Background: an optimization exercise with open tools, aiming at small area, a short achievable clock period and few clock cycles per item. Do not read the settings as production practice. Where RTL was checked, it was by simulation tests only, not by an equivalence proof against the original. Only the layout flow was run in runs 1, 2 and 4 to 8; the RTL was not checked for function there. Power is estimated from default activity; no workload was simulated.

## flow/design.v

```verilog
`timescale 1ns / 1ps
module simon2share(clk, data_ina, data_inb, data_rdy, cipher_out, Done, Trig);
input clk;
input data_ina, data_inb;
input [1:0] data_rdy;
output [127:0] cipher_out;
output reg Done, Trig;
reg [7:0] counter;     
reg [6:0] ptcnt;       
wire idle  = (data_rdy == 2'd0);
wire ld_pt = (data_rdy == 2'd1);
wire ld_k  = (data_rdy == 2'd2);
wire run   = (data_rdy == 2'd3);
wire ph    = counter[0];
always @(posedge clk) begin
	if (idle)
		counter <= 8'd0;
	else if (run)
		counter <= counter + 8'd1;
end
always @(posedge clk) begin
	if (ld_k)
		ptcnt <= 7'd0;
	else if (ld_pt)
		ptcnt <= ptcnt + 7'd1;
end
reg [2:0] oe;
always @(posedge clk) begin
	Trig <= (counter == 8'd1);
	Done  <= run && (counter == 8'd135);
	oe[0] <= run && counter[0] && (counter[7:1] == 7'd67);
	oe[1] <= run && (counter[3:0] == 4'd7) && (counter[7:4] == 4'd8);
	oe[2] <= run && (counter[1:0] == 2'd3) && (counter[7:2] == 6'd33);
end
reg [63:0] Xa, Ya, Xb, Yb;
wire [63:0] Xa1 = {Xa[62:0], Xa[63]};
wire [63:0] Xa2 = {Xa[61:0], Xa[63:62]};
wire [63:0] Xa8 = {Xa[55:0], Xa[63:56]};
wire [63:0] Xb1 = {Xb[62:0], Xb[63]};
wire [63:0] Xb2 = {Xb[61:0], Xb[63:62]};
wire [63:0] Xb8 = {Xb[55:0], Xb[63:56]};
wire [63:0] Ya1 = {Ya[62:0], Ya[63]};
wire [63:0] Ya8 = {Ya[55:0], Ya[63:56]};
wire [63:0] Yb1 = {Yb[62:0], Yb[63]};
wire [63:0] Yb8 = {Yb[55:0], Yb[63:56]};
wire [63:0] KYa, KYb;
wire [63:0] sa1 = Ya ^ Xa2 ^ (Xa1 & Xa8);
wire [63:0] sb1 = Yb ^ Xb2 ^ (Xb1 & Xb8);
wire [63:0] sa2 = Xa ^ KYa ^ (Ya1 & Yb8);
wire [63:0] sb2 = Xb ^ KYb ^ (Yb1 & Ya8);
wire y_load = ld_pt && (ptcnt[6] == 1'b0 || ptcnt[5:0] == 6'd0);
always @(posedge clk) begin
	if (run) begin
		if (ph == 1'b0) begin
			Xa <= sa1;
			Xb <= sb1;
		end
		else begin
			Xa <= sa2;
			Xb <= sb2;
		end
	end
	else if (ld_pt) begin
		Xa <= {data_ina, Xa[63:1]};
		Xb <= {data_inb, Xb[63:1]};
	end
	if ((run && ph == 1'b0) || y_load) begin
		Ya <= Xa;
		Yb <= Xb;
	end
end
reg [63:0] KXa, KXb;
reg [63:0] KYa_r, KYb_r;
assign KYa = KYa_r;
assign KYb = KYb_r;
wire [0:127] Z = {68'b10101111011100000011010010011000101000010001111110010110110011101011, 60'd0};
wire [63:0] c = 64'hfffffffffffffffc;
always @(posedge clk) begin
	if (ld_k) begin
		{KXa, KYa_r} <= {data_ina, KXa, KYa_r[63:1]};
		{KXb, KYb_r} <= {data_inb, KXb, KYb_r[63:1]};
	end
	else if (run && ph == 1'b1) begin
		KXa <= c ^ Z[counter[7:1]] ^ KYa_r ^ {KXa[2:0], KXa[63:3]} ^ {KXa[3:0], KXa[63:4]};
		KYa_r <= KXa;
		KXb <= KYb_r ^ {KXb[2:0], KXb[63:3]} ^ {KXb[3:0], KXb[63:4]};
		KYb_r <= KXb;
	end
end
wire [127:0] xy_a = {Xa, Ya};
wire [127:0] xy_b = {Xb, Yb};
wire [127:0] gate = {{32{oe[2]}}, {32{oe[1]}}, {32{oe[0]}}, {32{Done}}};
assign cipher_out = (xy_a & gate) ^ (xy_b & gate);
endmodule
```

## flow/run.sh

```bash
#!/bin/bash
# synth_recipe.tcl (not shown) runs the flow's synth.tcl, then flattens the netlist and writes it again
# the make line also repeats each setting of config.mk as NAME=value (left out here)
make -C /OpenROAD-flow-scripts/flow DESIGN_CONFIG=/design/flow/config.mk WORK_HOME=/design/flow/orfs CLKGATE_MAP_FILE= SYNTH_SCRIPT=/design/flow/synth_recipe.tcl finish
```

## flow/config.mk

```make
export PLATFORM = sky130hd
export DESIGN_NAME = simon2share
export DESIGN_NICKNAME = simon2share
export VERILOG_FILES = /design/flow/design.v
export SDC_FILE = /design/flow/constraint.sdc
export NUM_CORES = 4
export LEC_CHECK = 0
export ABC_AREA = 1
export CAP_MARGIN = 20
export CORE_MARGIN = 2
export CORE_UTILIZATION = 45
export SETUP_SLACK_MARGIN = 1.9
export SLEW_MARGIN = 20
```

## flow/constraint.sdc

```tcl
create_clock -name core_clock -period 4.2 [get_ports {clk}]
set_input_delay 0.8400 -clock core_clock [delete_from_list [all_inputs] [get_ports {clk}]]
set_output_delay 0.8400 -clock core_clock [all_outputs]
set_load 0.01 [all_outputs]
```

==> impl_metrics.json, run 1 <==
{
  "cts_buffers": 59,
  "grt_usage": 0.281,
  "setup_viol": 0,
  "syn_inst": 3495,
  "synth_common_cells": "nand2_1, edfxtp_1, a21oi_1",
  "place_inst": 4329,
  "area_growth_pct": 21.8,
  "drt-wirelength-per-cell_um": 22.4,
  "synth_top_area_share": 0.491,
  "ant_nets": 0,
  "ys_seq_area_frac": 0.503,
  "startpoint": "oe[0]",
  "fin_util": 0.555,
  "fp.dieArea_mm2": 0.0718,
  "path_clk_slew_ps": 60,
  "nFillCells": 6200,
  "crit_end": "cipher_out[61]",
  "period_share": 0.636,
  "ys_types": 30,
  "fmax_mhz": 374,
  "synth-edff-count": 512,
  "drc_errors": 0,
  "dp_hpwl_um": 62800,
  "synth_top_area_cell": "edfxtp_1",
  "ir_drop_mv": 0.294,
  "antenna_found_initial": 0,
  "cpMaxStageDelayCell": "dfxtp_4",
  "grt_pass1_vias": 23923,
  "p_clk_frac": 0.326,
  "ys_top_cells_by_area": "edfxtp_1, nand2_1, xor2_1",
  "ys_async_sr_fraction": 0,
  "switching_share": 0.316,
  "placed_cell_area_mm2": 0.0332,
  "crit_fanout": 8,
  "cts_max_path_buffers": 3,
  "clock_sinks": 532,
  "rr_endpoint": "Ya[36]",
  "ys.warnings.count": 1,
  "htree_levels": 2,
  "drt_iter0_drc": 3436,
  "fin_cells": 4735,
  "die_h_um": 268,
  "yosysMostFrequentCell": "nand2_1",
  "hold_viol": 0,
  "intPower_w": 0.0110,
  "cp-start-kind": "flip-flop",
  "avgSynthCellArea_um2": 8.97,
  "grt_max_degree": 136,
  "finish.instance_area_mm2": 0.0382,
  "skew_ps": 24.2,
  "crit_family": "buffers and inverters",
  "dieWidth_um": 268,
  "r2r_start": "ptcnt[1]",
  "num-nets-final": 3772,
  "vias_per_cell": 5.68,
  "critPathArrivalTime_ps": 1830,
  "drt-total-wl_um": 106000,
  "final_max_slew_viol_count": 0,
  "clk_latency_ps": 630,
  "portBuffers": 134,
  "reg2reg_depth": 7,
  "power.density_mw_per_mm2": 422,
  "max_slew_margin": 0.393,
  "cp.required_ps": 3360,
  "comb_power_share": 0.207,
  "root_buffer": "clkbuf_16",
  "crit_chain": "clkbuf_16 > buf_4 > o21ai_2 > a21oi_2 > buf_2",
  "crit_type": "flip-flop to output port",
  "initial_core_util": 0.455,
  "crit_buf_inv": 3,
  "setup_tns_ps": 0,
  "seq_power_share": 0.467,
  "hp-class": "flip-flop to flip-flop",
  "rsz0062_at_grt": "yes",
  "cts_tree": "built",
  "coreArea_mm2": 0.0688,
  "synth_area_mm2": 0.0313,
  "tightest_slew_ps": 910,
  "ys_ff_latch": 532,
  "hold_depth": 2,
  "cpPeakStageDelay_ps": 480,
  "grt_pass1_wl_um": 152000,
  "diodes": 0,
  "status": "complete, no violations",
  "fin_crit_ps": 2670,
  "drive_gt1_frac": 0.191,
  "syn-num-nets": 3510,
  "ioPinCount": 135,
  "place_congestion": 0.858,
  "grt_overflow": 0,
  "drv_cap": 0,
  "critPathCaptureType": "output port",
  "synthFlopType": "edfxtp_1",
  "fp-row-count": 96,
  "ff2ff_setup_slack_ps": 2090,
  "firstDrtPassIters": 9,
  "vias": 26900,
  "p_sw_w": 0.00509,
  "cp.depth": 5,
  "cellLeakagePower_nw": 15.2
}
==> layout make-up <==
cell class	count	area (µm²)	area share
Sequential cell	532	15800	0.414
Multi-Input combinational cell	2498	14600	0.383
Timing Repair Buffer	453	3860	0.101
Clock buffer	69	1510	0.0397
Tap cell	931	1160	0.0305
Inverter	213	831	0.0218
Clock inverter	39	374	0.00980
==> cells by family (layout without fill, tap and decap cells) <==
| family | after synthesis | after routing | synth area share |
|---|---|---|---|
| fa+ha+maj | 10 | 10 | 0.00399 |
| flops | 532 | 532 | 0.503 |
| xor+xnor | 533 | 533 | 0.149 |
| compound gates | 879 | 879 | 0.153 |
| simple gates | 1074 | 1076 | 0.132 |
| buf+inv | 467 | 774 | 0.0585 |
==> stage by stage <==
stage | total power (W) | hold slack, ps | setup slack, ps
final | 0.0161 | 462 | 1530
after global routing | 0.0168 | 482 | 1480
after floorplan | 0.00953 | 424 | 1450
after global placement | 0.0104 | 455 | 926
after detailed placement | 0.0104 | 456 | 918
after CTS | 0.0160 | 465 | 1490
==> power groups by stage <==
stage / combinational [W] / clock (W) / sequential, W
after floorplan: 0.00246 / 0 / 0.00707
after global routing: 0.00371 / 0.00548 / 0.00758
final: 0.00334 / 0.00525 / 0.00752
after detailed placement: 0.00262 / 0 / 0.00780
after CTS: 0.00327 / 0.00528 / 0.00743
after global placement: 0.00258 / 0 / 0.00781
==> registers in the layout, summed over array words and instances (netlist names), 3 cells and up <==
register,flops
KYa_r,64
Xa,64
Ya,64
counter,8
KYb_r,64
KXb,64
ptcnt,7
Xb,64
KXa,64
oe,3
Yb,64
==> what timing repair did <==
item / CTS / global route
endpoints found under the setup margin: 593 / 133
gates cloned: 11 / 6
resized for setup: 471 / 411
hold buffers: 0 / 0
pin swaps: 2 / 0
setup buffers: 234 / 47
==> worst min-delay path: stages, from the launching register on <==
cell	delay, ps
dfxtp_1	300
inv_1	60
a21oi_1	50
==> how the worst min path moves through the flow <==
stage,startpoint,end
final,ptcnt[6],ptcnt[6]
after global placement,ptcnt[6],ptcnt[6]
after detailed placement,ptcnt[2],ptcnt[2]
after CTS,ptcnt[2],ptcnt[2]
after global routing,ptcnt[2],ptcnt[2]
after floorplan,Xa[10],Ya[10]
==> cells in the final DEF (no fill, tap or decap), types with 3 or more instances in the layout <==
| master | instances |
|---|---|
| nand2_1 | 791 |
| edfxtp_1 | 512 |
| xor2_1 | 288 |
| a21oi_1 | 258 |
| buf_4 | 256 |
| xnor2_1 | 245 |
| nor2_1 | 220 |
| inv_1 | 208 |
| o21ai_0 | 186 |
| a31oi_1 | 132 |
| buf_2 | 125 |
| a21oi_2 | 74 |
| o22ai_1 | 70 |
| o21ai_2 | 70 |
| clkbuf_16 | 65 |
| nand3_1 | 40 |
| o221ai_1 | 35 |
| buf_12 | 29 |
| o21ai_4 | 26 |
| o21ai_1 | 21 |
| buf_6 | 18 |
| dfxtp_1 | 15 |
| clkinv_1 | 13 |
| clkinv_2 | 12 |
| ha_1 | 10 |
| clkbuf_1 | 10 |
| nor3_1 | 9 |
| buf_16 | 9 |
| bufinv_16 | 7 |
| dfxtp_4 | 5 |
| clkinvlp_4 | 5 |
| nor4_1 | 3 |
| clkbuf_2 | 3 |
==> routing by layer <==
| metal | track usage | up-vias | share of wire |
|---|---|---|---|
| met3 | 0.0422 | 246 | 0.087 |
| li1 | - | 12460 | - |
| met1 | 0.389 | 12838 | 0.41 |
| met4 | 0.112 | 0 | 0.048 |
| met5 | 0 | - | 0 |
| met2 | 0.444 | 1356 | 0.46 |
==> run 2: changes to the inputs <==
==> flow/flow/run.sh (new file) <==
#!/bin/bash
# Standard ORFS layout (the standard.sh, standard synthesis unchanged) with three changes:
#  - port buffers are plain buf_2 cells instead of the delay cells buffer_ports picks by default;
#  - timing repair may change a cell's footprint (so it can resize those port buffers);
#  - before the placement-stage repair_design, a max fanout of 16 is set so that high-fanout
#    nets get a balanced buffer tree.
set -uo pipefail
here=$(pwd)
bash standard.sh \
  MATCH_CELL_FOOTPRINT=0 \
  "BUFFER_PORTS_ARGS=-buffer_cell sky130_fd_sc_hd__buf_2" \
  PRE_RESIZE_TCL=$here/flow/pre_resize.tcl \
  finish > standard.log 2>&1
status=$?
cp -r orfs/logs orfs_logs 2>/dev/null
exit $status
==> flow/flow/pre_resize.tcl (new file) <==
# Guide repair_design: split high-fanout nets into buffer trees.
set_max_fanout 16 [current_design]
==> flow/standard.sh (new file) <==
#!/bin/bash
# synth_recipe.tcl (not shown) runs the flow's synth.tcl, then flattens the netlist and writes it again
# the make line also repeats each setting of config.mk as NAME=value (left out here)
make -C /OpenROAD-flow-scripts/flow DESIGN_CONFIG=/design/flow/config.mk WORK_HOME=/design/flow/orfs CLKGATE_MAP_FILE= SYNTH_SCRIPT=/design/flow/synth_recipe.tcl "${@:-finish}"
removed: flow/run.sh
==> run 2 against run 1 <==
Compared with the run above:
- setup slack got worse by 7.8 ps
- core utilization decreased by 0.68 points
- register-to-register slack got worse by 120 ps
- sequential cell count unchanged
- count of clock-buffer cells in the layout decreased by 5
- routed wire length decreased by 1.1%
- synthesized cell count unchanged
- sequential share of layout area increased by 0.49 points
- combinational power decreased by 6.9%
- hold slack improved by 0.67 ps
==> impl_metrics.json, run 2 <==
{
  "dieWidth_um": 268,
  "synthMuxAreaShare": 0,
  "coreArea_mm2": 0.0688,
  "ys_top_cells_by_area": "edfxtp_1, nand2_1, xor2_1",
  "place_congestion": 0.863,
  "cp.required_ps": 3360,
  "hold_start": "ptcnt[6]",
  "hp-class": "flip-flop to flip-flop",
  "fin_cells": 4685,
  "hold_ws_ps": 462,
  "r2r_start": "counter[0]",
  "synthAdderAreaFrac": 0.00399,
  "power.density_mw_per_mm2": 429,
  "fin_crit_ps": 2680,
  "crit_chain": "buf_6 > buf_12 > buf_12 > buf_6 > o21ai_2 > a21oi_1 > buf_2",
  "crit_type": "flip-flop to output port",
  "fmax_mhz": 373,
  "ys_async_sr_fraction": 0,
  "avgSynthCellArea_um2": 8.97,
  "critPathCaptureType": "output port",
  "crit_family": "buffers and inverters",
  "crit_buf_inv": 5,
  "drv_cap": 0,
  "vias": 26545,
  "hold_depth": 2,
  "cpMaxStageDelayCell": "dfxtp_2",
  "drive_gt1_frac": 0.170,
  "synth_area_mm2": 0.0313,
  "die_h_um": 268,
  "cpPeakStageDelay_ps": 320,
  "grt_pass1_vias": 23655,
  "ys.warnings.count": 1,
  "area_growth_pct": 20.3,
  "antenna_found_initial": 4,
  "hold_viol": 0,
  "nFillCells": 6095,
  "synthSimpleGateAreaFrac": 0.132,
  "period_share": 0.638,
  "pre_cts_ws_ps": -5120,
  "num-nets-final": 3718,
  "path_clk_slew_ps": 60,
  "critPathArrivalTime_ps": 1840,
  "cellLeakagePower_nw": 15.1,
  "htree_levels": 2,
  "vias_per_cell": 5.67,
  "startpoint": "oe[0]",
  "portBuffers": 134,
  "status": "complete, no violations",
  "grt_usage": 0.282,
  "synth_common_cells": "nand2_1, edfxtp_1, a21oi_1",
  "cts_buffers": 59,
  "clk_latency_ps": 630,
  "final_max_slew_viol_count": 0,
  "grt_pass1_wl_um": 152000,
  "cp.depth": 7,
  "synth_top_area_share": 0.491,
  "grt_overflow": 0,
  "cts_tree": "built",
  "total_power_w": 0.0162,
  "setup_tns_ps": 0,
  "grt_max_degree": 17,
  "dp_hpwl_um": 73200,
  "ys_seq_area_frac": 0.503,
  "ys_types": 30,
  "ys_ff_latch": 532,
  "fp-row-count": 96,
  "clock_sinks": 532,
  "drc_errors": 0,
  "synth_top_family_by_area": "compound AO/OA/AOI/OAI gates",
  "worst_slack_ps": 1520,
  "synth-compound-area-share": 0.153,
  "synthFlopType": "edfxtp_1",
  "cp-start-kind": "flip-flop",
  "setup_viol": 0,
  "mostFrequentLayoutCell": "nand2_1",
  "drt-wirelength-per-cell_um": 22.4,
  "drt-total-wl_um": 105000,
  "place_inst": 4449,
  "yosysMostFrequentCell": "nand2_1",
  "firstDrtPassIters": 6,
  "crit_fanout": 8,
  "ant_nets": 0,
  "initial_core_util": 0.455,
  "synth-edff-count": 512,
  "root_buffer": "clkbuf_16",
  "fp.dieArea_mm2": 0.0718,
  "syn_inst": 3495,
  "max_slew_margin": 0.356,
  "rsz0062_at_grt": "yes",
  "skew_ps": 15.0,
  "cts_max_path_buffers": 3,
  "layout_common_cells": "nand2_1, edfxtp_1, xor2_1",
  "syn-num-nets": 3510,
  "drt_iter0_drc": 3345,
  "synth_top_area_cell": "edfxtp_1",
  "ir_drop_mv": 0.299,
  "synth_xor_area_frac": 0.149,
  "tightest_slew_ps": 964,
  "ioPinCount": 135,
  "reg2reg_depth": 7
}
[run 2: layout make-up]
type,instances,area [µm²],share of cell area
well taps,931,1160,0.0309
inverters,213,822,0.0218
diodes,2,5.00,0.000133
clock inverters,46,399,0.0106
flip-flops and latches,532,15800,0.419
clock buffers,64,1540,0.0408
repair buffers,401,3490,0.0925
multi-input cells,2496,14500,0.385
[run 2: final timing paths]
check / slack (ps) / end
setup / recovery: 1520 / cipher_out[34]
hold / removal: 460 / ptcnt[6]
setup reg to reg: 1970 / Xa[50]
hold reg to reg: 460 / ptcnt[6]
[run 2: cells by family (layout without fill, tap and decap cells)]
family,after synthesis,after routing
other cells,0,2
simple gates,1074,1074
flops,532,532
xor+xnor,533,533
fa+ha+maj,10,10
compound gates,879,879
buf+inv,467,724
[run 2: report_power, final]
| group | leakage, nW | switching, W | internal (W) |
|---|---|---|---|
| Clock | 0.946 | 0.00229 | 0.00305 |
| Combinational | 9.11 | 0.00170 | 0.00140 |
| Sequential | 5.04 | 0.00114 | 0.00660 |
| Total | 15.1 | 0.00514 | 0.0111 |
[run 2: routing by layer]
| layer | part of all wire | GRT usage | up-vias |
|---|---|---|---|
| met3 | 0.087 | 0.0378 | 202 |
| met1 | 0.41 | 0.395 | 12670 |
| met4 | 0.034 | 0.0953 | 0 |
| li1 | - | - | 12361 |
| met2 | 0.47 | 0.452 | 1312 |
| met5 | 0 | 0 | - |
[run 2: worst min-delay path, cell delays in order (launching register included)]
cell     delay (ps)
dfxtp_1         310
inv_1            60
a21oi_1          50
[run 2: metrics by stage]
stage,util,instance area [µm²]
floorplan,-,31400
global placement,0.472,32500
detailed placement,0.489,33700
CTS,0.521,35900
global route,0.548,37700
finish,0.548,37700
[run 2: timing repair]
item,4_1_cts,5_1_grt
gates cloned,3,7
setup buffers,13,101
pin swaps,0,2
gates resized for setup,486,358
setup endpoints to repair,1025,577
hold buffers,0,0
==> run 3: changes to the inputs <==
--- a/flow/design.v
+++ b/flow/design.v
@@ -26,9 +26,5 @@
 end
-reg [2:0] oe;
 always @(posedge clk) begin
 	Trig <= (counter == 8'd1);
-	Done  <= run && (counter == 8'd135);
-	oe[0] <= run && counter[0] && (counter[7:1] == 7'd67);
-	oe[1] <= run && (counter[3:0] == 4'd7) && (counter[7:4] == 4'd8);
-	oe[2] <= run && (counter[1:0] == 2'd3) && (counter[7:2] == 6'd33);
+	Done <= run && (counter == 8'd135);
 end
@@ -89,6 +85,5 @@
 end
-wire [127:0] xy_a = {Xa, Ya};
-wire [127:0] xy_b = {Xb, Yb};
-wire [127:0] gate = {{32{oe[2]}}, {32{oe[1]}}, {32{oe[0]}}, {32{Done}}};
-assign cipher_out = (xy_a & gate) ^ (xy_b & gate);
+wire [127:0] res_a = Done ? {Xa, Ya} : 128'd0;
+wire [127:0] res_b = Done ? {Xb, Yb} : 128'd0;
+assign cipher_out = res_a ^ res_b;
 endmodule
==> run 3 against run 2 <==
Compared with the run above:
- via count down 2.1%
- synthesized area down 0.14%
- maximum frequency down 5.9%
- critical path depth unchanged
- sequential power about the same
- first-iteration DRC count down 0.36%
- final cell count down 2.1%
- core utilization down 0.71 points
- register-to-register slack worse by 20 ps
- synthesized cell count down 0.40%
- setup slack worse by 170 ps
- clock power up 4.5%
- critical endpoint is now cipher_out[72]
- largest cell class unchanged
- highest routed layer unchanged
==> impl_metrics.json, run 3 <==
{
  "status": "complete, no violations",
  "ys_ff_latch": 529,
  "fin_util": 0.541,
  "drt-total-wl_um": 102000,
  "num-nets-final": 3626,
  "ff2ff_setup_slack_ps": 1950,
  "placed_cell_area_mm2": 0.0337,
  "area_growth_pct": 18.7,
  "mostFrequentLayoutCell": "nand2_1",
  "fp.dieArea_mm2": 0.0717,
  "dp_hpwl_um": 72800,
  "clk_latency_ps": 640,
  "yosysMostFrequentCell": "nand2_1",
  "cp-start-kind": "flip-flop",
  "diodes": 0,
  "skew_ps": 17.8,
  "drt_iter0_drc": 3333,
  "grt_usage": 0.279,
  "holdBufCountCts": 0,
  "grt_pass1_wl_um": 150000,
  "switching_share": 0.312,
  "tightest_slew_ps": 870,
  "fin_cells": 4587,
  "path_clk_slew_ps": 60,
  "intPower_w": 0.0112,
  "fin_crit_ps": 2850,
  "reg2reg_depth": 7,
  "rsz0062_at_grt": "yes",
  "p_sw_w": 0.00509,
  "root_buffer": "clkbuf_16",
  "hold_depth": 1,
  "cts_max_path_buffers": 3,
  "vias_per_cell": 5.67,
  "htree_levels": 2,
  "period_share": 0.678,
  "ioPinCount": 135,
  "finish.instance_area_mm2": 0.0371,
  "grt_max_degree": 17,
  "die_h_um": 268,
  "cts_tree": "built",
  "hold_viol": 0,
  "grt_overflow": 0,
  "seq_power_share": 0.476,
  "critPathCaptureType": "output port",
  "grt_pass1_vias": 23646,
  "syn-num-nets": 3497,
  "cp.required_ps": 3360,
  "drt-wirelength-per-cell_um": 22.3,
  "power.density_mw_per_mm2": 439,
  "syn_inst": 3481,
  "hp-class": "input port to flip-flop",
  "r2r_start": "counter[0]",
  "cts_buffers": 60,
  "synth_area_mm2": 0.0313,
  "synth_common_cells": "nand2_1, edfxtp_1, a21oi_1",
  "vias": 25989,
  "ys_async_sr_fraction": 0,
  "drive_gt1_frac": 0.156,
  "crit_fanout": 16,
  "final_max_slew_viol_count": 0,
  "ys.warnings.count": 1,
  "rr_endpoint": "Ya[45]",
  "synthFlopType": "edfxtp_1",
  "synth_top_area_cell": "edfxtp_1",
  "antenna_found_initial": 0,
  "ir_drop_mv": 0.361,
  "crit_type": "flip-flop to output port",
  "critPathArrivalTime_ps": 2010,
  "coreArea_mm2": 0.0687,
  "initial_core_util": 0.455,
  "cellLeakagePower_nw": 14.7,
  "comb_power_share": 0.181,
  "ys_types": 28,
  "ys_seq_area_frac": 0.502,
  "max_slew_margin": 0.418,
  "nFillCells": 6240,
  "ant_nets": 0,
  "clock_sinks": 529,
  "layout_common_cells": "nand2_1, edfxtp_1, xor2_1",
  "p_clk_frac": 0.343,
  "drc_errors": 0,
  "firstDrtPassIters": 6,
  "hold_start": "data_rdy[0]",
  "portBuffers": 134,
  "drv_cap": 0,
  "fp-row-count": 96,
  "fmax_mhz": 351,
  "dieWidth_um": 268,
  "place_congestion": 0.857,
  "ys_top_cells_by_area": "edfxtp_1, nand2_1, xor2_1",
  "place_inst": 4438,
  "synth_top_area_share": 0.491,
  "min_to": "Xb[1]",
  "setup_viol": 0,
  "avgSynthCellArea_um2": 8.99,
  "synth-edff-count": 512
}
-- run 3: cell types whose count changed in the layout (fill, tap and decap cells not counted), sizes merged, moves of 7 or more --
cell / change
a21oi: -7
clkbuf: +7
nand2: -18
nor2: -7
clkinv: -12
o221ai: +7
clkdlybuf4s50: +8
nand3: +17
o22ai: -7
xor2: -9
buf: -88
xnor2: +9
-- run 3: logic make-up after synthesis --
| logic type | Yosys count | synth area share |
|---|---|---|
| and+or+nand+nor | 1062 | 0.131 |
| AOI/OAI and AO/OA | 873 | 0.153 |
| xor gates and xnor gates | 533 | 0.149 |
| DFF | 529 | 0.502 |
| buffers and inverters | 473 | 0.0601 |
| adders and majority gates | 11 | 0.00440 |
-- run 3: worst max-delay path by stage --
stage,from,to,slack [ps]
6_report,Done,cipher_out[72],1350
5_1_grt,Done,cipher_out[4],1310
4_1_cts,Done,cipher_out[11],1300
3_5_place_dp,data_rdy[0],KXa[46],-4980
3_3_place_gp,data_rdy[0],KYa_r[37],1150
2_1_floorplan,data_rdy[1],KXa[0],1410
-- run 3: worst max-delay path, stage by stage, from the launching register on --
cell and delay, ps:
dfxtp_4 390, buf_12 110, buf_12 100, buf_12 130, buf_8 150, o21ai_0 100, a21oi_1 210, buf_2 180
-- run 3: layout make-up --
| type | instances | area, µm² | share of cell area |
|---|---|---|---|
| flip-flops and latches | 529 | 15700 | 0.423 |
| multi-input cells | 2479 | 14600 | 0.393 |
| repair buffers | 324 | 2770 | 0.0746 |
| clock buffers | 72 | 1590 | 0.0427 |
| well taps | 931 | 1160 | 0.0314 |
| inverters | 216 | 833 | 0.0224 |
| clock inverters | 36 | 458 | 0.0123 |
-- run 3: power groups by stage --
stage                     clock, W  sequential [W]  combinational (W)
after floorplan                  0         0.00704            0.00248
after global routing       0.00582         0.00781            0.00332
after global placement           0         0.00779            0.00260
final                      0.00559         0.00775            0.00296
after detailed placement         0         0.00776            0.00288
after CTS                  0.00563         0.00768            0.00287
-- run 3: per-layer routing --
metal / wire (µm) / track usage / vias to the layer above
met4: 3200 / 0.0865 / 0
met2: 47700 / 0.447 / 1213
met5: 0 / 0 / -
li1: - / - / 12155
met1: 43100 / 0.391 / 12450
met3: 8300 / 0.0391 / 171
-- run 3: timing repair --
action	CTS	global route
gates cloned	3	3
endpoints found under the hold margin	0	0
buffers inserted	17	18
setup endpoints to repair	1024	602
pin swaps	1	1
gates resized for setup	460	309
-- run 3: metrics by stage --
step	power (W)	worst slack (ps)	hold WS, ps	TNS (ps)
2_1_floorplan	0.00952	1410	424	0
3_3_place_gp	0.0104	1150	474	0
3_5_place_dp	0.0106	-4980	478	-1443130
4_1_cts	0.0162	1300	442	0
5_1_grt	0.0170	1310	452	0
6_report	0.0163	1350	467	0
Testbench counts of run 3, summed over its fixed seeds: cycles 201,728, encryptions 512.
==> run 4: changes to the inputs <==
--- a/flow/design.v
+++ b/flow/design.v
@@ -29,2 +29,13 @@
 	Done <= run && (counter == 8'd135);
+end
+reg [7:0] oe;
+always @(posedge clk) begin
+	oe[0] <= run && (counter == 8'd135);
+	oe[1] <= run && (counter[0:0] == 1'd1) && (counter[7:1] == 7'd67);
+	oe[2] <= run && (counter[1:0] == 2'd3) && (counter[7:2] == 6'd33);
+	oe[3] <= run && (counter[2:0] == 3'd7) && (counter[7:3] == 5'd16);
+	oe[4] <= run && (counter[3:0] == 4'd7) && (counter[7:4] == 4'd8);
+	oe[5] <= run && (counter[4:0] == 5'd7) && (counter[7:5] == 3'd4);
+	oe[6] <= run && (counter[5:0] == 6'd7) && (counter[7:6] == 2'd2);
+	oe[7] <= run && (counter[6:0] == 7'd7) && (counter[7:7] == 1'd1);
 end
@@ -85,5 +96,7 @@
 end
-wire [127:0] res_a = Done ? {Xa, Ya} : 128'd0;
-wire [127:0] res_b = Done ? {Xb, Yb} : 128'd0;
-assign cipher_out = res_a ^ res_b;
+wire [127:0] xy_a = {Xa, Ya};
+wire [127:0] xy_b = {Xb, Yb};
+wire [127:0] gate = {{16{oe[7]}}, {16{oe[6]}}, {16{oe[5]}}, {16{oe[4]}},
+                     {16{oe[3]}}, {16{oe[2]}}, {16{oe[1]}}, {16{oe[0]}}};
+assign cipher_out = (xy_a & gate) ^ (xy_b & gate);
 endmodule
==> flow/run.sh (new file) <==
#!/bin/bash
# synth_recipe.tcl (not shown) runs the flow's synth.tcl, then flattens the netlist and writes it again
# the make line also repeats each setting of config.mk as NAME=value (left out here)
make -C /OpenROAD-flow-scripts/flow DESIGN_CONFIG=/design/flow/config.mk WORK_HOME=/design/flow/orfs CLKGATE_MAP_FILE= SYNTH_SCRIPT=/design/flow/synth_recipe.tcl finish
removed: flow/flow/run.sh
removed: flow/flow/pre_resize.tcl
removed: flow/standard.sh
==> run 4 against run 3 <==
Compared with the run above:
- critical path type unchanged
- clock power fell by 3.8%
- non-clock buffer count rose by 361
- largest cell class unchanged
- global-route usage rose by 1.3 points
- combinational power rose by 29%
- largest power group unchanged
- sequential share of layout area fell by 2.0 points
- cell area rose by 6.2%
- sequential power fell by 3.9%
- synthesized area barely moved
- maximum frequency rose by 11%
==> impl_metrics.json, run 4 <==
{
  "num-nets-final": 4008,
  "synth_common_cells": "nand2_1, edfxtp_1, a21oi_1",
  "synthAdderAreaFrac": 0.00480,
  "ys_async_sr_fraction": 0,
  "vias_per_cell": 5.63,
  "synth_top_area_share": 0.491,
  "ys_top_cells_by_area": "edfxtp_1, nand2_1, xor2_1",
  "min_to": "ptcnt[2]",
  "cts_buffers": 58,
  "crit_fanout": 6,
  "tightest_slew_ps": 954,
  "path_clk_slew_ps": 60,
  "cellLeakagePower_nw": 16.2,
  "hold_viol": 0,
  "synth_area_mm2": 0.0313,
  "hp-class": "flip-flop to flip-flop",
  "ys_types": 31,
  "clk_latency_ps": 630,
  "fp-row-count": 96,
  "holdBufCountCts": 0,
  "reg2reg_depth": 3,
  "vias": 27988,
  "firstDrtPassIters": 6,
  "final_max_slew_viol_count": 0,
  "drc_errors": 0,
  "synthMuxAreaShare": 0,
  "initial_core_util": 0.456,
  "grt_pass1_vias": 25522,
  "synth_top_family_by_area": "compound AO/OA/AOI/OAI gates",
  "fmax_mhz": 391,
  "avgSynthCellArea_um2": 8.95,
  "ys_ff_latch": 536,
  "synthSimpleGateAreaFrac": 0.135,
  "portBuffers": 134,
  "syn_inst": 3496,
  "dieWidth_um": 268,
  "synth-compound-area-share": 0.156,
  "ant_nets": 0,
  "cp.required_ps": 3360,
  "coreArea_mm2": 0.0687,
  "grt_overflow": 0,
  "ioPinCount": 135,
  "root_buffer": "clkbuf_16",
  "hold_depth": 2,
  "drt_iter0_drc": 3147,
  "drive_gt1_frac": 0.232,
  "rr_endpoint": "KYb_r[35]",
  "drt-total-wl_um": 108000,
  "critPathCaptureType": "output port",
  "antenna_found_initial": 2,
  "syn-num-nets": 3513,
  "period_share": 0.608,
  "synth-edff-count": 512,
  "rsz0062_at_grt": "yes",
  "hold_ws_ps": 474,
  "grt_usage": 0.292,
  "area_growth_pct": 26.0,
  "fin_util": 0.574,
  "setup_viol": 0,
  "place_congestion": 0.860,
  "layout_common_cells": "nand2_1, edfxtp_1, buf_4",
  "grt_max_degree": 141,
  "synthFlopType": "edfxtp_1",
  "max_slew_margin": 0.364,
  "ys.warnings.count": 1,
  "fp.dieArea_mm2": 0.0717,
  "mostFrequentLayoutCell": "nand2_1",
  "clock_sinks": 536,
  "nFillCells": 6046,
  "critPathArrivalTime_ps": 1720,
  "status": "complete, no violations",
  "ir_drop_mv": 0.327,
  "dp_hpwl_um": 65100,
  "synth_top_area_cell": "edfxtp_1",
  "synth_xor_area_frac": 0.144,
  "drv_cap": 0,
  "ys_seq_area_frac": 0.506,
  "crit_type": "flip-flop to output port",
  "skew_ps": 19.7,
  "grt_pass1_wl_um": 159000,
  "cts_max_path_buffers": 3,
  "drt-wirelength-per-cell_um": 21.6,
  "diodes": 0,
  "ff2ff_setup_slack_ps": 2060,
  "cp-start-kind": "flip-flop",
  "cts_tree": "built",
  "yosysMostFrequentCell": "nand2_1",
  "r2r_start": "counter[0]",
  "power.density_mw_per_mm2": 422,
  "fin_crit_ps": 2560,
  "die_h_um": 268,
  "htree_levels": 2,
  "hold_start": "ptcnt[2]"
}
-- run 4: cell count changes in the layout (fill, tap and decap cells not counted), sizes merged, moves of 44 or more --
cell | before | now
inv | 216 | 172
a21oi | 326 | 376
clkbuf | 133 | 78
xnor2 | 254 | 201
buf | 234 | 677
o22ai | 63 | 116
nor2 | 216 | 269
-- run 4: how the worst max path moves through the flow --
| stage | slack (ps) | cells past startpoint | startpoint | to |
|---|---|---|---|---|
| detailed placement | 890 | 8 | data_rdy[1] | KXb[10] |
| finish | 1640 | 4 | oe[6] | cipher_out[103] |
| global placement | 970 | 8 | data_rdy[1] | KXb[16] |
| global route | 1630 | 4 | oe[6] | cipher_out[103] |
| CTS | 1680 | 4 | oe[0] | cipher_out[14] |
| floorplan | -1280 | 1 | data_rdy[0] | KXa[0] |
-- run 4: logic make-up (layout without fill, tap and decap cells) --
kind of cell	count (synthesis)	in the layout
compound gates	908	908
buf+inv	422	967
fa+ha+maj	12	12
simple gates	1103	1103
flops	536	536
xor+xnor	515	515
-- run 4: routing by layer --
metal,wire length (µm),track usage
met5,0,0
met4,4040,0.0987
met3,9510,0.0470
met2,48700,0.458
met1,45300,0.412
-- run 4: where the power goes --
part | switching [W] | total, W | leakage, nW | internal (W)
combinational | 0.00214 | 0.00381 | 10.2 | 0.00167
clock | 0.00228 | 0.00538 | 0.950 | 0.00310
sequential | 0.000808 | 0.00745 | 5.08 | 0.00664
-- run 4: worst max-delay path, cell delays in order (launching register included) --
cell and delay [ps]:
dfxtp_4 450, clkbuf_16 190, o21ai_0 100, a21oi_1 180, buf_2 160
-- run 4: layout make-up --
class / count / area [µm²] / share of cell area
inverters: 171 / 672 / 0.0170
repair buffers: 685 / 5290 / 0.134
clock inverters: 35 / 369 / 0.00936
flip-flops and latches: 536 / 15900 / 0.403
clock buffers: 75 / 1590 / 0.0403
multi-input cells: 2538 / 14500 / 0.367
well taps: 931 / 1160 / 0.0295
repair inverters: 1 / 8.76 / 0.000222
-- run 4: repair_timing --
action | 4_1_cts | 5_1_grt
cloned | 2 | 1
endpoints found under the setup margin | 297 | 386
pin swaps | 47 | 24
resized for setup | 679 | 188
hold endpoints to repair | 0 | 0
setup buffers | 480 | 45
-- run 4: metrics by stage --
stage	instance area [µm²]	instances	setup TNS, ps	power, W	setup slack (ps)
5_1_grt	39400	4972	0	0.0173	1630
3_5_place_dp	33200	4334	0	0.0105	893
2_1_floorplan	31400	3496	-326480	0.00961	-1280
4_1_cts	38500	4926	0	0.0165	1680
3_3_place_gp	33200	4334	0	0.0105	967
6_report	39400	4972	0	0.0166	1640
==> run 5: changes to the inputs <==
--- a/flow/config.mk
+++ b/flow/config.mk
@@ -7,3 +7,2 @@
 export LEC_CHECK = 0
-export ABC_AREA = 1
 export CAP_MARGIN = 20
==> run 5 against run 4 <==
Compared with the run above:
- sequential power up 13%
- global-route usage down 2.7 points
- clock power up 12%
- sequential cell count unchanged
- register-to-register slack worse by 70 ps
- still clean
- hold slack better by 53 ps
- synthesized cell count down 4.1%
- highest routed layer unchanged
- via count down 11%
- critical path type unchanged
- cell area down 2.5%
==> impl_metrics.json, run 5 <==
{
  "ys_async_sr_fraction": 0,
  "power.density_mw_per_mm2": 541,
  "ys_ff_latch": 536,
  "nFillCells": 6257,
  "clk_latency_ps": 620,
  "fmax_mhz": 400,
  "syn_inst": 3354,
  "drive_gt1_frac": 0.174,
  "yosysMostFrequentCell": "nand2_1",
  "holdBufCountCts": 0,
  "ant_nets": 0,
  "dp_hpwl_um": 62100,
  "ir_drop_mv": 0.280,
  "hold_viol": 0,
  "grt_overflow": 0,
  "area_growth_pct": 19.7,
  "cp.required_ps": 3360,
  "ioPinCount": 135,
  "startpoint": "Xb[19]",
  "hold_ws_ps": 528,
  "synth_common_cells": "nand2_1, xnor2_1, edfxtp_1",
  "fp.dieArea_mm2": 0.0736,
  "period_share": 0.595,
  "initial_core_util": 0.457,
  "die_h_um": 271,
  "synth_top_area_cell": "edfxtp_1",
  "cp-start-kind": "flip-flop",
  "portBuffers": 134,
  "hold_start": "ptcnt[1]",
  "total_power_w": 0.0208,
  "final_max_slew_viol_count": 0,
  "hp-class": "flip-flop to flip-flop",
  "setup_tns_ps": 0,
  "grt_pass1_wl_um": 148000,
  "grt_usage": 0.265,
  "fp-row-count": 97,
  "layout_common_cells": "nand2_1, xnor2_1, edfxtp_1",
  "ys_types": 48,
  "drt-total-wl_um": 102000,
  "diodes": 0,
  "num-nets-final": 3657,
  "regArea_mm2": 0.0159,
  "synth-edff-count": 512,
  "htree_levels": 3,
  "drt_iter0_drc": 2638,
  "cts_tree": "built",
  "ys_seq_area_frac": 0.493,
  "place_congestion": 0.899,
  "r2r_start": "counter[1]",
  "grt_max_degree": 209,
  "crit_fanout": 2,
  "mostFrequentLayoutCell": "nand2_1",
  "crit_type": "flip-flop to output port",
  "ys_top_cells_by_area": "edfxtp_1, xnor2_1, nand2_1",
  "grt_pass1_vias": 23320,
  "coreArea_mm2": 0.0704,
  "cts_buffers": 66,
  "ff2ff_setup_slack_ps": 1990,
  "fin_cells": 4632,
  "critPathCaptureType": "output port",
  "drt-wirelength-per-cell_um": 21.9,
  "syn-num-nets": 3371,
  "cellLeakagePower_nw": 15.2,
  "dieWidth_um": 271,
  "multi_input_area_mm2": 0.0156,
  "synthFlopType": "edfxtp_1",
  "synth_area_mm2": 0.0321,
  "synth_top_area_share": 0.478,
  "hold_depth": 1,
  "status": "complete, no violations",
  "vias_per_cell": 5.38,
  "cts_max_path_buffers": 3,
  "reg2reg_depth": 7,
  "vias": 24921,
  "tightest_slew_ps": 1020,
  "min_to": "ptcnt[1]",
  "critPathArrivalTime_ps": 1660,
  "rr_endpoint": "KXa[0]",
  "path_clk_slew_ps": 60,
  "ys.warnings.count": 1,
  "rsz0062_at_grt": "yes",
  "root_buffer": "clkbuf_16",
  "fin_crit_ps": 2500,
  "drv_cap": 0,
  "setup_viol": 0,
  "drc_errors": 0,
  "clock_sinks": 536,
  "antenna_found_initial": 5,
  "max_slew_margin": 0.321,
  "skew_ps": 22.5,
  "firstDrtPassIters": 6,
  "place_inst": 4190,
  "avgSynthCellArea_um2": 9.58
}
run 5: changes by cell type after synthesis, sizes merged, moves of 57 or more:
cell   before  now
inv       170    9
nand2     798  984
a31oi     132    1
a21oi     376   67
o21ai     271  328
xnor2     201  575
and2        0  129
o22ai     116    1
nor2      269   75
run 5: kinds of logic (layout without fill, tap and decap cells):
logic type / Yosys count / count (layout) / synth area share
AOI/OAI and AO/OA: 418 / 419 / 0.0677
xor gates and xnor gates: 896 / 896 / 0.244
adders and majority gates: 12 / 12 / 0.00467
buffers and inverters: 269 / 606 / 0.0337
DFF: 536 / 536 / 0.493
muxes: 5 / 5 / 0.00164
and+or+nand+nor: 1218 / 1218 / 0.155
run 5: cell type report:
| cell class | instances | share of cell area |
|---|---|---|
| Clock buffer | 86 | 0.0487 |
| Clock inverter | 34 | 0.00973 |
| Inverter | 9 | 0.00107 |
| Multi-Input combinational cell | 2550 | 0.405 |
| Sequential cell | 536 | 0.413 |
| Tap cell | 940 | 0.0306 |
| Timing Repair Buffer | 477 | 0.0920 |
run 5: worst max-delay path, cell delays in order, from the launching register on:
cell      delay (ps)
edfxtp_1         540
xor2_1           210
and2_1           190
buf_6            120
run 5: repair_timing:
action,4_1_cts,5_1_grt
buffers inserted,264,55
cloned,0,3
gates resized for setup,572,28
pin swaps,192,65
hold endpoints to repair,0,0
endpoints found under the setup margin,768,245
run 5: layer usage:
metal | vias up | part of all wire | global-route usage
met5 | - | 0 | 0
met4 | 0 | 0.035 | 0.0969
met3 | 190 | 0.10 | 0.0522
met2 | 1267 | 0.45 | 0.410
met1 | 12021 | 0.42 | 0.369
li1 | 11443 | - | -
run 5: worst max path at each step:
| stage | to | slack (ps) | cells past startpoint |
|---|---|---|---|
| 2_1_floorplan | Ya[0] | 350 | 5 |
| 3_3_place_gp | KXb[27] | 900 | 5 |
| 3_5_place_dp | KXb[19] | 810 | 5 |
| 4_1_cts | cipher_out[64] | 1700 | 3 |
| 5_1_grt | cipher_out[81] | 1640 | 3 |
| 6_report | cipher_out[83] | 1700 | 3 |
run 5: power breakdown:
part	internal (W)	switching, W
sequential	0.00722	0.00120
combinational	0.00296	0.00341
clock	0.00364	0.00237
run 5: stage by stage:
stage / setup WS, ps / area [µm²] / util
floorplan: 355 / 32200 / -
global placement: 903 / 34000 / 0.483
detailed placement: 809 / 34000 / 0.483
CTS: 1700 / 37900 / 0.538
global route: 1640 / 38500 / 0.546
finish: 1700 / 38500 / 0.546
==> run 6: changes to the inputs <==
--- a/flow/config.mk
+++ b/flow/config.mk
@@ -10,2 +10,3 @@
 export CORE_UTILIZATION = 45
+export PLACE_DENSITY = 0.47
 export SETUP_SLACK_MARGIN = 1.9
==> run 6 against run 5 <==
Compared with the run above:
- synthesized area stayed put
- clock power is 3.8% lower
- global-route usage is 1.3 points higher
- combinational power is 2% lower
- maximum frequency is 0.19% higher
- power is 1.5% lower
- synthesized cell count stayed put
- sequential power hardly changed
==> impl_metrics.json, run 6 <==
{
  "status": "complete, no violations",
  "yosysMostFrequentCell": "nand2_1",
  "dp_hpwl_um": 64300,
  "synth_area_mm2": 0.0321,
  "layout_common_cells": "nand2_1, xnor2_1, edfxtp_1",
  "ys_top_cells_by_area": "edfxtp_1, xnor2_1, nand2_1",
  "tightest_slew_ps": 1020,
  "crit_buf_inv": 1,
  "hold_ws_ps": 540,
  "cts_buffers": 67,
  "place_congestion": 0.854,
  "cp-start-kind": "flip-flop",
  "drive_gt1_frac": 0.170,
  "place_inst": 4194,
  "grt_max_degree": 147,
  "multi_input_area_mm2": 0.0155,
  "crit_chain": "xor2_1 > and2_1 > buf_2",
  "setup_viol": 0,
  "dieWidth_um": 271,
  "htree_levels": 3,
  "ys_ff_latch": 536,
  "hold_viol": 0,
  "mostFrequentLayoutCell": "nand2_1",
  "cts_tree": "built",
  "crit_fanout": 2,
  "max_slew_margin": 0.320,
  "fmax_mhz": 401,
  "critPathCaptureType": "output port",
  "antenna_found_initial": 0,
  "portBuffers": 134,
  "num-nets-final": 3649,
  "power.density_mw_per_mm2": 536,
  "ioPinCount": 135,
  "regArea_mm2": 0.0159,
  "grt_pass1_vias": 23101,
  "avgSynthCellArea_um2": 9.58,
  "pre_cts_ws_ps": 602,
  "diodes": 0,
  "drv_cap": 0,
  "area_growth_pct": 18.9,
  "fin_cells": 4624,
  "synth-edff-count": 512,
  "drc_errors": 0,
  "drt_iter0_drc": 2431,
  "initial_core_util": 0.457,
  "p_sw_w": 0.00696,
  "seq_power_share": 0.412,
  "ant_nets": 0,
  "startpoint": "Xb[5]",
  "crit_type": "flip-flop to output port",
  "cpPeakStageDelay_ps": 500,
  "cts_max_path_buffers": 3,
  "synth_top_area_share": 0.478,
  "ys_seq_area_frac": 0.493,
  "comb_power_share": 0.306,
  "nFillCells": 6455,
  "cellLeakagePower_nw": 15.1,
  "clock_sinks": 536,
  "skew_ps": 25.6,
  "clk_latency_ps": 610,
  "synth_common_cells": "nand2_1, xnor2_1, edfxtp_1",
  "synth_top_area_cell": "edfxtp_1",
  "ir_drop_mv": 0.336,
  "r2r_start": "counter[1]",
  "firstDrtPassIters": 7,
  "coreArea_mm2": 0.0704,
  "worst_slack_ps": 1700,
  "cp.required_ps": 3360,
  "syn-num-nets": 3371,
  "cpMaxStageDelayCell": "edfxtp_1",
  "ys.warnings.count": 1,
  "root_buffer": "clkbuf_16",
  "ys_async_sr_fraction": 0,
  "hp-class": "flip-flop to flip-flop",
  "grt_overflow": 0,
  "p_clk_frac": 0.282,
  "fin_crit_ps": 2500,
  "fp-row-count": 97,
  "fp.dieArea_mm2": 0.0736,
  "grt_pass1_wl_um": 153000,
  "die_h_um": 271,
  "hold_start": "ptcnt[1]",
  "final_max_slew_viol_count": 0,
  "drt-wirelength-per-cell_um": 22.4,
  "intPower_w": 0.0135,
  "switching_share": 0.340,
  "syn_inst": 3354,
  "setup_tns_ps": 0,
  "period_share": 0.594,
  "vias": 24212,
  "crit_family": "flip-flops",
  "ff2ff_setup_slack_ps": 2070,
  "grt_usage": 0.277,
  "synthFlopType": "edfxtp_1",
  "ys_types": 48,
  "critPathArrivalTime_ps": 1660,
  "vias_per_cell": 5.24,
  "drt-total-wl_um": 104000,
  "path_clk_slew_ps": 60,
  "rsz0062_at_grt": "yes"
}
run 6: changes by cell type in the layout (fill, tap and decap cells not counted), moves of 5 or more:
cell / change
buf_4: -9
buf_2: +5
buf_6: -5
dfxtp_2: +5
dfxtp_4: -5
xor2_1: +5
xor2_2: -5
run 6: logic make-up (layout without fill, tap and decap cells):
group,Yosys count,count (layout),synth area share
flops,536,536,0.493
compound gates,418,418,0.0677
fa+ha+maj,12,12,0.00467
xor+xnor,896,896,0.244
simple gates,1218,1218,0.155
mux,5,5,0.00164
buf+inv,269,599,0.0337
run 6: per-stage QoR:
step,area (µm²),total power [W],util
global route,38200,0.0216,0.543
floorplan,32200,0.0125,-
global placement,34000,0.0140,0.483
finish,38200,0.0205,0.543
detailed placement,34000,0.0140,0.483
CTS,37700,0.0205,0.536
run 6: area by class of cell:
type,instances,area share
clock buffers,82,0.0470
clock inverters,39,0.00927
inverters,9,0.00108
multi-input cells,2549,0.406
flip-flops and latches,536,0.416
well taps,940,0.0308
repair buffers,469,0.0904
run 6: worst reg2reg max path, delay by kind of cell, from the launching register on:
kind	cells	cell delay, ps
mux	1	300
compound gates	4	930
fa+ha+maj	1	230
buf+inv	1	100
flops	1	410
run 6: power groups by stage:
stage	Sequential (W)	Combinational (W)	Clock, W
after detailed placement	0.00910	0.00495	0
after CTS	0.00844	0.00615	0.00588
after floorplan	0.00806	0.00445	0
final	0.00845	0.00626	0.00578
after global placement	0.00911	0.00487	0
after global routing	0.00856	0.00692	0.00607
run 6: path summary, 6_finish.rpt:
check                                       to  cells after the start
worst min-delay path                  ptcnt[1]                      1
worst max-delay path            cipher_out[69]                      3
worst max register to register          KXa[0]                      7
worst min register to register        ptcnt[1]                      1
run 6: layer usage:
metal  GRT usage  up-vias  wire length, µm
met2       0.436      864            46900
met1       0.397    11731            45900
met5           0        -                0
met4      0.0979        0             3910
met3      0.0318      180             6940
li1            -    11437                -
run 6: repair_timing:
action / in CTS / in global routing
buffers inserted: 261 / 47
pin swaps: 160 / 74
hold buffers: 0 / 0
resized for setup: 557 / 22
endpoints found under the setup margin: 682 / 161
gates cloned: 0 / 1
==> run 7: changes to the inputs <==
--- a/flow/config.mk
+++ b/flow/config.mk
@@ -9,4 +9,4 @@
 export CORE_MARGIN = 2
-export CORE_UTILIZATION = 45
-export PLACE_DENSITY = 0.47
+export CORE_UTILIZATION = 65
+export PLACE_DENSITY = 0.72
 export SETUP_SLACK_MARGIN = 1.9
==> run 7 against run 6 <==
Compared with the run above:
- critical path depth unchanged
- sequential cell count unchanged
- combinational power increased by 2%
- sequential share of layout area up 0.39 points
- routed wire length fell by 6.4%
- clock power is 12% lower
- count of clock-buffer cells in the layout decreased by 12
- maximum frequency rose by 0.41%
- sequential power hardly changed
- cell area is 0.90% lower
- largest cell class unchanged
- largest power group unchanged
- highest routed layer unchanged
==> impl_metrics.json, run 7 <==
{
  "status": "complete, no violations",
  "num-nets-final": 3673,
  "drv_cap": 0,
  "p_clk_frac": 0.256,
  "drt-total-wl_um": 97000,
  "clk_latency_ps": 610,
  "crit_fanout": 2,
  "ys_async_sr_fraction": 0,
  "area_growth_pct": 17.8,
  "hold_start": "ptcnt[1]",
  "synth_top_area_cell": "edfxtp_1",
  "layout_common_cells": "nand2_1, xnor2_1, edfxtp_1",
  "crit_buf_inv": 1,
  "drt-wirelength-per-cell_um": 22.2,
  "grt_usage": 0.372,
  "coreArea_mm2": 0.0488,
  "grt_pass1_wl_um": 142000,
  "period_share": 0.592,
  "grt_pass1_vias": 23401,
  "ioPinCount": 135,
  "switching_share": 0.341,
  "yosysMostFrequentCell": "nand2_1",
  "drc_errors": 0,
  "ys.warnings.count": 1,
  "firstDrtPassIters": 6,
  "intPower_w": 0.0131,
  "portBuffers": 134,
  "fmax_mhz": 402,
  "fp.dieArea_mm2": 0.0512,
  "fin_crit_ps": 2490,
  "holdBufCountCts": 0,
  "seq_power_share": 0.423,
  "critPathArrivalTime_ps": 1650,
  "cts_tree": "built",
  "hp-class": "flip-flop to flip-flop",
  "setup_viol": 0,
  "avgSynthCellArea_um2": 9.58,
  "cpMaxStageDelayCell": "edfxtp_1",
  "skew_ps": 18.0,
  "cpPeakStageDelay_ps": 530,
  "htree_levels": 2,
  "dp_hpwl_um": 57600,
  "r2r_start": "counter[2]",
  "critPathCaptureType": "output port",
  "use_met2": 0.578,
  "die_h_um": 226,
  "vias": 25343,
  "power.density_mw_per_mm2": 526,
  "drt_iter0_drc": 3364,
  "ant_nets": 0,
  "cellLeakagePower_nw": 15.1,
  "final_max_slew_viol_count": 0,
  "setup_tns_ps": 0,
  "synth-edff-count": 512,
  "hold_viol": 0,
  "vias_per_cell": 5.80,
  "met1_usage": 0.511,
  "comb_power_share": 0.321,
  "mostFrequentLayoutCell": "nand2_1",
  "crit_chain": "xor2_1 > and2_1 > buf_2",
  "syn_inst": 3354,
  "cts_max_path_buffers": 3,
  "tightest_slew_ps": 879,
  "top_usage_layer": "met2",
  "rsz0062_at_grt": "yes",
  "max_slew_margin": 0.414,
  "clock_sinks": 536,
  "crit_type": "flip-flop to output port",
  "crit_family": "flip-flops",
  "root_buffer": "clkbuf_16",
  "initial_core_util": 0.658,
  "ys_types": 48,
  "ys_seq_area_frac": 0.493,
  "grt_overflow": 0,
  "grt_max_degree": 131,
  "synth_area_mm2": 0.0321,
  "cts_buffers": 56,
  "p_sw_w": 0.00678,
  "ir_drop_mv": 0.420,
  "drive_gt1_frac": 0.175,
  "ys_top_cells_by_area": "edfxtp_1, xnor2_1, nand2_1",
  "synth_top_area_share": 0.478,
  "hold_ws_ps": 563,
  "cp-start-kind": "flip-flop",
  "fp-row-count": 81,
  "ys_ff_latch": 536,
  "synthFlopType": "edfxtp_1",
  "dieWidth_um": 226,
  "gr-usage-met3": 0.0793,
  "path_clk_slew_ps": 60,
  "place_congestion": 0.922,
  "cp.required_ps": 3360,
  "syn-num-nets": 3371,
  "startpoint": "Xa[38]",
  "antenna_found_initial": 1,
  "synth_common_cells": "nand2_1, xnor2_1, edfxtp_1"
}
==> run 7: stage by stage <==
step            util  instance area, µm²  worst slack (ps)  total power [W]  std cells
2_1_floorplan      -               32200               355           0.0125       3354
3_3_place_gp   0.690               33700              1190           0.0137       3917
3_5_place_dp   0.690               33700              1180           0.0139       3917
4_1_cts        0.759               37100              1720           0.0195       4288
5_1_grt        0.775               37900              1670           0.0207       4366
6_report       0.775               37900              1710           0.0199       4367
==> run 7: worst paths after layout <==
check / to / slack [ps] / cells after the start
max: cipher_out[102] / 1710 / 3
min: ptcnt[1] / 560 / 1
max reg2reg: KXa[0] / 1940 / 7
min reg2reg: ptcnt[1] / 560 / 1
==> run 7: final cells by class <==
class	count	area (µm²)
Antenna cell	1	2.50
Clock buffer	70	1520
Clock inverter	34	319
Fill cell	3288	11000
Inverter	9	45.0
Multi-Input combinational cell	2550	15500
Sequential cell	536	15900
Tap cell	664	831
Timing Repair Buffer	503	3790
==> run 7: repair_timing <==
action | in CTS | in global routing
endpoints found under the setup margin | 394 | 266
pin swaps | 167 | 88
gates resized for setup | 546 | 37
cloned | 2 | 0
setup buffers | 265 | 78
==> run 7: power groups by stage <==
stage / clock network, W / registers, W / logic [W]
3_3_place_gp: 0 / 0.00900 / 0.00471
2_1_floorplan: 0 / 0.00806 / 0.00445
5_1_grt: 0.00528 / 0.00851 / 0.00694
3_5_place_dp: 0 / 0.00902 / 0.00486
6_report: 0.00509 / 0.00842 / 0.00640
4_1_cts: 0.00511 / 0.00840 / 0.00602
==> run 7: cell families (layout without fill, tap and decap cells) <==
group / Yosys count / after routing / synth area share
buf+inv: 269 / 616 / 0.0337
flops: 536 / 536 / 0.493
other cells: 0 / 1 / 0
simple gates: 1218 / 1218 / 0.155
mux: 5 / 5 / 0.00164
xor+xnor: 896 / 896 / 0.244
compound gates: 418 / 419 / 0.0677
fa+ha+maj: 12 / 12 / 0.00467
==> run 7: worst register-to-register path: stages, from the launching register on <==
cell	delay, ps
dfxtp_4	410
clkinvlp_4	150
ha_1	230
mux2_1	320
o311ai_1	240
a211oi_1	120
o31a_1	370
o31ai_2	250
==> run 7: routing by layer <==
layer / part of all wire / routed length, µm / vias to the layer above
met5: 0 / 0 / -
met4: 0.046 / 4460 / 0
met3: 0.12 / 11800 / 252
met2: 0.45 / 43800 / 1518
met1: 0.38 / 37000 / 12084
li1: - / - / 11489
==> run 8: changes to the inputs <==
--- a/flow/config.mk
+++ b/flow/config.mk
@@ -8,5 +8,5 @@
 export CAP_MARGIN = 20
+export CORE_ASPECT_RATIO = 0.3
 export CORE_MARGIN = 2
-export CORE_UTILIZATION = 65
-export PLACE_DENSITY = 0.72
+export CORE_UTILIZATION = 55
 export SETUP_SLACK_MARGIN = 1.9
==> run 8 against run 7 <==
Compared with the run above:
- die area grew 19%
- power shrank 2.3%
- global-route usage shrank 2.1 points
- non-clock buffer count shrank 21
- critical endpoint is now cipher_out[109]
- critical path depth is the same
- synthesized cell count is the same
- largest cell class unchanged
- still clean on timing, DRC and antenna
- count of clock-buffer cells in the layout shrank 17
- final cell count grew 1.6%
==> impl_metrics.json, run 8 <==
{
  "ys_top_cells_by_area": "edfxtp_1, xnor2_1, nand2_1",
  "dieWidth_um": 445,
  "synth-compound-area-share": 0.0677,
  "fp.dieArea_mm2": 0.0607,
  "vias_per_cell": 5.62,
  "skew_ps": 25.2,
  "worst_slack_ps": 1720,
  "crit_type": "flip-flop to output port",
  "cp-start-kind": "flip-flop",
  "synth_top_area_cell": "edfxtp_1",
  "grt_usage": 0.350,
  "clk_latency_ps": 610,
  "cp.required_ps": 3360,
  "coreArea_mm2": 0.0575,
  "htree_levels": 2,
  "drt-total-wl_um": 107000,
  "period_share": 0.589,
  "vias": 24940,
  "max_slew_margin": 0.309,
  "ys_ff_latch": 536,
  "tightest_slew_ps": 1040,
  "syn_inst": 3354,
  "power.density_mw_per_mm2": 519,
  "synth_top_family_by_area": "XOR/XNOR gates",
  "die_h_um": 136,
  "synthFlopType": "edfxtp_1",
  "nFillCells": 4755,
  "ys_async_sr_fraction": 0,
  "cts_tree": "built",
  "cellLeakagePower_nw": 14.8,
  "root_buffer": "clkbuf_16",
  "grt_pass1_wl_um": 152000,
  "hold_viol": 0,
  "ant_nets": 0,
  "ys_types": 48,
  "synthSimpleGateAreaFrac": 0.155,
  "rsz0062_at_grt": "yes",
  "hp-class": "flip-flop to flip-flop",
  "holdBufCountCts": 0,
  "cpMaxStageDelayCell": "edfxtp_1",
  "drc_errors": 0,
  "synth_area_mm2": 0.0321,
  "synth_common_cells": "nand2_1, xnor2_1, edfxtp_1",
  "cts_max_path_buffers": 3,
  "fmax_mhz": 404,
  "drive_gt1_frac": 0.165,
  "setup_tns_ps": 0,
  "syn-num-nets": 3371,
  "ys_seq_area_frac": 0.493,
  "pre_cts_ws_ps": 1250,
  "crit_chain": "xor2_2 > and2_1 > buf_2",
  "firstDrtPassIters": 5,
  "synth_xor_area_frac": 0.244,
  "num-nets-final": 3641,
  "crit_fanout": 2,
  "layout_common_cells": "nand2_1, xnor2_1, edfxtp_1",
  "initial_core_util": 0.559,
  "drv_cap": 0,
  "synthAdderAreaFrac": 0.00467,
  "setup_viol": 0,
  "grt_max_degree": 155,
  "fin_crit_ps": 2480,
  "crit_family": "flip-flops",
  "fin_util": 0.652,
  "dp_hpwl_um": 69100,
  "finish.instance_area_mm2": 0.0375,
  "ir_drop_mv": 0.327,
  "grt_overflow": 0,
  "clock_sinks": 536,
  "synth_top_area_share": 0.478,
  "ioPinCount": 135,
  "drt_iter0_drc": 3930,
  "fp-row-count": 48,
  "final_max_slew_viol_count": 0,
  "yosysMostFrequentCell": "nand2_1",
  "cts_buffers": 45,
  "status": "complete, no violations",
  "cpPeakStageDelay_ps": 490,
  "critPathCaptureType": "output port",
  "area_growth_pct": 16.6,
  "mostFrequentLayoutCell": "nand2_1",
  "portBuffers": 134,
  "placed_cell_area_mm2": 0.0339,
  "crit_buf_inv": 1,
  "drt-wirelength-per-cell_um": 24.0,
  "synth-edff-count": 512,
  "antenna_found_initial": 4,
  "grt_pass1_vias": 21995,
  "path_clk_slew_ps": 70,
  "critPathArrivalTime_ps": 1640,
  "place_congestion": 0.937,
  "synthMuxAreaShare": 0.00164,
  "avgSynthCellArea_um2": 9.58,
  "ys.warnings.count": 1
}
run 8: cell counts after synthesis:
Identical to the previous run, type by type.
run 8: timing repair:
action | in CTS | in global routing
buffers inserted | 260 | 46
cloned | 1 | 0
resized for setup | 585 | 22
pin swaps | 129 | 58
setup endpoints to repair | 149 | 549
run 8: layout make-up:
cell class	count	area, µm²	share of cell area
inverters	9	45.0	0.00120
flip-flops and latches	536	15900	0.424
well taps	775	970	0.0259
clock buffers	53	1200	0.0320
repair buffers	482	3650	0.0973
clock inverters	29	239	0.00638
diodes	3	7.51	0.000200
multi-input cells	2550	15500	0.413
run 8: cells by family (layout without fill, tap and decap cells):
logic type | after synthesis | in the layout
flops | 536 | 536
mux | 5 | 5
simple gates | 1218 | 1218
fa+ha+maj | 12 | 12
buf+inv | 269 | 573
other cells | 0 | 3
compound gates | 418 | 419
xor+xnor | 896 | 896
run 8: final timing paths:
| kind | startpoint | depth (start not counted) | to | slack (ps) |
|---|---|---|---|---|
| setup / recovery | Xa[45] | 3 | cipher_out[109] | 1720 |
| hold reg to reg | ptcnt[0] | 1 | ptcnt[0] | 560 |
| setup reg to reg | counter[4] | 5 | KXa[0] | 2020 |
| hold / removal | ptcnt[0] | 1 | ptcnt[0] | 560 |
run 8: where the power goes:
part,switching [W],internal [W]
Clock,0.00214,0.00229
Combinational,0.00358,0.00296
Sequential,0.00128,0.00721
Total,0.00700,0.0125
run 8: per-stage QoR:
step,power [W],instances,hold slack [ps]
finish,0.0195,4437,565
global route,0.0203,4435,603
CTS,0.0191,4388,564
detailed placement,0.0142,4045,548
global placement,0.0141,4045,516
floorplan,0.0125,3354,424
run 8: routing by layer:
metal  wire (µm)  track usage  share of wire
met1       49500        0.561           0.46
met3       19600        0.191           0.18
met5         198       0.0254         0.0019
met2       36300        0.394           0.34
met4        1010       0.0416         0.0095

-- separate check: timing with driven ports --
In the flow no input, the clock included, has a driving cell. The finished layouts below were timed again as built, in two steps.
Step 1 sets driving cells, clkbuf_16 on the clock port and buf_2 on the other inputs (assumed; they add their load-dependent delay and slew).
Step 2, shift: input delay + t, output delay - t, t = (earliest + latest rising clock arrival at the registers) / 2. This alone moves slack from input paths to output paths.
Three values: ideal, step 1, step 2; two values: the first two.
| run | shift t [ns] | slack for setup (ns) | worst setup path at the end | clock arrival spread, ns | cell pins on the clock port's net |
|---|---|---|---|---|---|
| run 1 | 0.681 | 1.529 / 1.466 / 1.416 | input to register | 0.027 / 0.027 | 1 |
| run 2 | 0.685 | 1.522 / 1.456 / 1.274 | input to register | 0.015 / 0.015 | 1 |
| run 3 | 0.689 | 1.352 / 1.293 / 1.251 | input to register | 0.026 / 0.026 | 1 |
| run 4 | 0.689 | 1.645 / 1.580 / 1.633 | input to register | 0.021 / 0.021 | 1 |
| run 5 | 0.667 | 1.699 / 1.635 / 1.366 | input to register | 0.025 / 0.025 | 1 |
| run 6 | 0.670 | 1.704 / 1.636 / 1.466 | input to register | 0.026 / 0.026 | 1 |
| run 7 | 0.663 | 1.714 / 1.655 / 1.334 | input to register | 0.020 / 0.020 | 1 |
| run 8 | 0.671 | 1.724 / 1.653 / 1.297 | input to register | 0.027 / 0.027 | 1 |
After both steps setup and hold are still met in every run listed. For run 8, which loses most, drivers alone change the setup slack by -0.071 ns; drivers and shift together by -0.427 ns.
